Source: an optimization exercise on an open RTL-to-GDS flow (aim: small area and a short achievable clock period). Production flows keep margins and buffers that such runs may drop.
The RTL was checked by simulation tests, not by an equivalence proof against the original design.

// dsconv_top
module dsconv_top(clk, reset, datasize, numOfOutmaps,
                  rddataF, rddataAddrF, addrF,
                  rddataweightD, addrweightD,
                  rddataweightP, addrweightP,
                  validP, outaddrP, outdataP, layer_doneP);
    input               clk, reset;
    input [5:0]         datasize;
    input [6:0]         numOfOutmaps;
    input [31:0]        rddataF, rddataAddrF, rddataweightD, rddataweightP;
    output logic [15:0] addrF;
    output logic [11:0] addrweightD, addrweightP;
    output logic        validP, layer_doneP;
    output logic [31:0] outaddrP;
    output logic [255:0] outdataP;
    logic               rdyD, rdyP, layer_doneF, layer_doneD, validF, validD;
    logic [31:0]        nzFD, nzpositionFD, outdataD, outdataAddrD;
    logic [7:0][31:0]   outdataP_w;
    fetchStage2 f0(.clk(clk), .reset(reset), .rddata(rddataF), .rddataPosition(rddataAddrF),
        .addr(addrF), .go(rdyD & rdyP), .nz(nzFD), .nzposition(nzpositionFD), .valid(validF),
        .layer_done(layer_doneF));
    depthconv2 d0(.clk(clk), .reset(reset), .new_weight(rddataweightD), .weight_addr(addrweightD),
        .nz(nzFD), .nzposition(nzpositionFD), .valid_in(validF), .datasize(datasize),
        .layer_done_in(layer_doneF), .layer_done_out(layer_doneD), .rdy(rdyD),
        .valid_out(validD), .outdata(outdataD), .outdataPosition(outdataAddrD));
    pointconv2 p0(.clk(clk), .reset(reset), .new_weight(rddataweightP), .weight_addr(addrweightP),
        .numOfOutmaps(numOfOutmaps), .valid_in(validD), .indata(outdataD),
  ...
==> module fetchStage2, before the edit <==
module fetchStage2(clk, reset, rddata, rddataPosition, addr, go, nz, nzposition, valid, layer_done);
    input               clk, reset, go;
    input [31:0]        rddata, rddataPosition;
    output logic [31:0] nz, nzposition;
    output logic [15:0] addr;
    output logic        valid, layer_done;
    logic [13:0]        waddr;
    assign addr = {waddr, 2'b00};
    always_ff @(posedge clk) begin
        if (reset) begin
            waddr <= 0;
            layer_done <= 0;
            nz <= 0;
            nzposition <= 0;
            valid <= 0;
        end else if (!layer_done) begin
            if (go) begin
                nz <= rddata;
                nzposition <= rddataPosition;
                waddr <= waddr + 1'b1;
                valid <= 1;
                if (&rddataPosition) layer_done <= 1;
            end else
                valid <= 0;
        end
    end
endmodule
==> module depthconv2, before the edit <==
module depthconv2(clk, reset, new_weight, weight_addr, nz, nzposition, valid_in, datasize,
                  layer_done_in, layer_done_out, rdy, valid_out, outdata, outdataPosition);
    input               clk, reset, valid_in, layer_done_in;
    input [31:0]        new_weight, nz, nzposition;
    input [5:0]         datasize;
    output logic [11:0] weight_addr;
    output logic        rdy, valid_out, layer_done_out;
    output logic [31:0] outdata, outdataPosition;
    logic               load_weights;
    logic [4:0]         prev_inmap;
    logic [9:0]         waddr;
    logic [2:0]         count, prev_count;
    logic [3:0]         en;
    logic [31:0]        kv0, kv1, kv2, kv3;
    logic [5:0]         d, dm1;
    logic [7:0]         k3;
    logic [8:0]         k5, k7;
    assign weight_addr = {waddr, 2'b00};
    wire [4:0] inmap = nzposition[31:27];
    wire [26:0] pos = nzposition[26:0];
    function automatic logic ge9(input [8:0] a, input [8:0] b);
        logic g;
        g = 1;
        for (int i = 0; i < 9; i++)
            g = (a[i] & !b[i]) | (a[i] & g) | (!b[i] & g);
        ge9 = g;
    endfunction
    wire [8:0] km [0:7];
    assign km[0] = 9'd0;
    assign km[1] = {3'b0, d};
    assign km[2] = {2'b0, d, 1'b0};
    assign km[3] = {1'b0, k3};
    assign km[4] = {1'b0, d, 2'b0};
    assign km[5] = k5;
    assign km[6] = {k3, 1'b0};
    assign km[7] = k7;
    wire [8:0] ph = pos[11:3];
    logic [2:0] qh, ql;
    logic [8:0] ksel1, ksel2;
    always_comb begin
        qh = 0;
        ksel1 = 0;
        for (int m = 1; m < 8; m++)
            if (ge9(ph, km[m])) begin qh = m; ksel1 = km[m]; end
    end
    wire [5:0] r1hi = ph[5:0] - ksel1[5:0];
    wire [8:0] r1 = {r1hi, pos[2:0]};
    always_comb begin
        ql = 0;
        ksel2 = 0;
        for (int m = 1; m < 8; m++)
            if (ge9(r1, km[m])) begin ql = m; ksel2 = km[m]; end
    end
    wire [5:0] col = r1[5:0] - ksel2[5:0];
    wire [5:0] row = {qh, ql};
    wire colfirst = (col == 0);
    wire collast = (col == dm1);
    wire hi = |pos[26:12];
    wire top = !hi & (row < dm1);
    wire bot = hi | (row != 0);
    wire [3:0] fl = {!colfirst & bot, !collast & bot, !colfirst & top, !collast & top} & en;
    wire s0 = fl[0];
    wire s1 = fl[1] & !fl[0];
    wire s2 = fl[2] & !fl[1] & !fl[0];
    wire s3 = fl[3] & !fl[2] & !fl[1] & !fl[0];
    wire calculations = valid_in | (|fl);
    assign valid_out = calculations;
    assign rdy = !((prev_inmap != inmap) | load_weights | calculations);
    wire [31:0] k = ({32{s0}} & kv0) | ({32{s1}} & kv1) | ({32{s2}} & kv2) | ({32{s3}} & kv3);
    wire [6:0] newposition = s1 ? 7'd1 : (s2 | s3) ? {1'b0, d} + {6'b0, s3} : 7'd0;
    function automatic logic [31:0] rsub(input [31:0] x, input [31:0] y);
        logic b;
        b = 0;
        for (int i = 0; i < 32; i++) begin
            rsub[i] = x[i] ^ y[i] ^ b;
            b = (!x[i] & y[i]) | (!x[i] & b) | (y[i] & b);
        end
    endfunction
    assign outdataPosition = rsub({5'b0, pos}, {25'b0, newposition});
    wire [31:0] nz3;
    wire [15:0] u1, u2, u3;
    dsc_x3f x0(.m(nz), .p(nz3));
    udec4 e0(.a(k), .s1(u1), .s2(u2), .s3(u3));
    bmu m0(.s1(u1), .s2(u2), .s3(u3), .m(nz), .m3(nz3), .p(outdata));
    always_ff @(posedge clk) begin
        if (reset) begin
            en <= 4'hF;
            load_weights <= 1;
            prev_inmap <= 0;
            waddr <= 0;
            prev_count <= 0;
            count <= 0;
            layer_done_out <= 0;
        end else if (!layer_done_in) begin
            prev_count <= count;
            prev_inmap <= inmap;
            if ((prev_inmap != inmap) & !load_weights) begin
                load_weights <= 1;
                waddr <= {3'b0, inmap, 2'b00};
                count <= 0;
            end
            if (load_weights) begin
                waddr <= waddr + 1'b1;
                count <= count + 1'b1;
                if (count >= 3) load_weights <= 0;
            end
            if (calculations & !load_weights) begin
                if (s0) en[0] <= 0;
                else if (s1) en[1] <= 0;
                else if (s2) en[2] <= 0;
                else if (s3) en[3] <= 0;
            end else
                en <= 4'hF;
        end else
            layer_done_out <= 1;
    end
    always_ff @(posedge clk) begin
        if (prev_count == 3'd0) kv0 <= new_weight;
        if (prev_count == 3'd1) kv1 <= new_weight;
        if (prev_count == 3'd2) kv2 <= new_weight;
        if (prev_count == 3'd3) kv3 <= new_weight;
    end
    always_ff @(posedge clk) begin
        d <= datasize;
        dm1 <= d - 1'b1;
        k3 <= {1'b0, d, 1'b0} + d;
        k5 <= {1'b0, d, 2'b0} + d;
        k7 <= {d, 3'b0} - d;
    end
endmodule
Settings: LEC_CHECK=0, CAP_MARGIN=20, CORE_MARGIN=2, CORE_UTILIZATION=45, CTS_CLUSTER_DIAMETER=80, CTS_CLUSTER_SIZE=30, PLACE_DENSITY=0.5, SLEW_MARGIN=20, SYNTH_HIERARCHICAL=1, SYNTH_MINIMUM_KEEP_SIZE=0; clock period 110.0 ns.
standard.sh (not shown) runs the stock make flow with config.mk's settings and CLKGATE_MAP_FILE= SYNTH_SCRIPT=/design/flow/synth_recipe.tcl, a recipe that flattens the netlist after the stock synthesis.
==> flow/flow/run.sh <==
#!/bin/bash
# Standard layout, with the port buffers made from the small
# sky130_fd_sc_hd__buf_1 instead of the cell buffer_ports picks by default.
set -o pipefail
export BUFFER_PORTS_ARGS="-buffer_cell sky130_fd_sc_hd__buf_1"
bash standard.sh > standard.log 2>&1
Change:
--- a/flow/design.v
+++ b/flow/design.v
@@ -14,11 +14,11 @@
             nzposition <= 0;
             valid <= 0;
         end else if (!layer_done) begin
             if (go) begin
                 nz <= rddata;
-                nzposition <= rddataPosition;
+                nzposition <= {rddataPosition[31:27], 15'b0, rddataPosition[11:0]};
                 waddr <= waddr + 1'b1;
                 valid <= 1;
                 if (&rddataPosition) layer_done <= 1;
             end else
                 valid <= 0;
@@ -80,32 +80,31 @@
     end
     wire [5:0] col = r1[5:0] - ksel2[5:0];
     wire [5:0] row = {qh, ql};
     wire colfirst = (col == 0);
     wire collast = (col == dm1);
-    wire hi = |pos[26:12];
-    wire top = !hi & (row < dm1);
-    wire bot = hi | (row != 0);
+    wire top = (row < dm1);
+    wire bot = (row != 0);
     wire [3:0] fl = {!colfirst & bot, !collast & bot, !colfirst & top, !collast & top} & en;
     wire s0 = fl[0];
     wire s1 = fl[1] & !fl[0];
     wire s2 = fl[2] & !fl[1] & !fl[0];
     wire s3 = fl[3] & !fl[2] & !fl[1] & !fl[0];
     wire calculations = valid_in | (|fl);
     assign valid_out = calculations;
     assign rdy = !((prev_inmap != inmap) | load_weights | calculations);
     wire [31:0] k = ({32{s0}} & kv0) | ({32{s1}} & kv1) | ({32{s2}} & kv2) | ({32{s3}} & kv3);
     wire [6:0] newposition = s1 ? 7'd1 : (s2 | s3) ? {1'b0, d} + {6'b0, s3} : 7'd0;
-    function automatic logic [31:0] rsub(input [31:0] x, input [31:0] y);
+    function automatic logic [11:0] rsub(input [11:0] x, input [11:0] y);
         logic b;
         b = 0;
-        for (int i = 0; i < 32; i++) begin
+        for (int i = 0; i < 12; i++) begin
             rsub[i] = x[i] ^ y[i] ^ b;
             b = (!x[i] & y[i]) | (!x[i] & b) | (y[i] & b);
         end
     endfunction
-    assign outdataPosition = rsub({5'b0, pos}, {25'b0, newposition});
+    assign outdataPosition = {20'b0, rsub(pos[11:0], {5'b0, newposition})};
     wire [31:0] nz3;
     wire [15:0] u1, u2, u3;
     dsc_x3f x0(.m(nz), .p(nz3));
     udec4 e0(.a(k), .s1(u1), .s2(u2), .s3(u3));
     bmu m0(.s1(u1), .s2(u2), .s3(u3), .m(nz), .m3(nz3), .p(outdata));
Fmax stays flat.
Routed wire length drops by 3.0%.
Critical path depth stays the same.
Clock-buffer cell count climbs by 1.
Cell count drops by 2.1%.
Die area drops by 1.2%.
Design area drops by 1.4%.
Area after synthesis drops by 1.2%.
Global-route usage drops by 0.39 points.
Synthesized cell count drops by 2.6%.
Sequential share of layout area hardly moves.
Via count drops by 2.3%.

-- port drivers added, routing unchanged --
No port has a modelled driver above. Below, the same layouts with a new extraction and two added sets of constraints. Step 1 (the two cells are an assumption about what drives the block):
set clk [get_ports {clk}]
set_driving_cell -lib_cell sky130_fd_sc_hd__clkbuf_16 $clk
set_driving_cell -lib_cell sky130_fd_sc_hd__buf_2 [delete_from_list [all_inputs] $clk]
Step 2 also shifts input and output timing later by t, the mid clock arrival at the registers, as if the neighbouring blocks saw the same clock. Slacks: no drivers / after step 1 / after step 2; pairs: no drivers / after step 1.
| run | t (ns) | setup WS [ns] | worst setup path after step 2 | worst data-port slew with drivers (ns) | pins driven straight from the clock port |
|---|---|---|---|---|---|
| the first run | 0.944 | 86.392 / 86.302 / 86.102 | input to register | 0.15 | 1 |
| the second run | 0.932 | 86.413 / 86.309 / 86.371 | input to register | 0.14 | 1 |
After both steps every run listed still meets setup and hold. For the first run, which loses most, drivers alone change the setup slack by -0.090 ns; drivers and shift together by -0.290 ns.
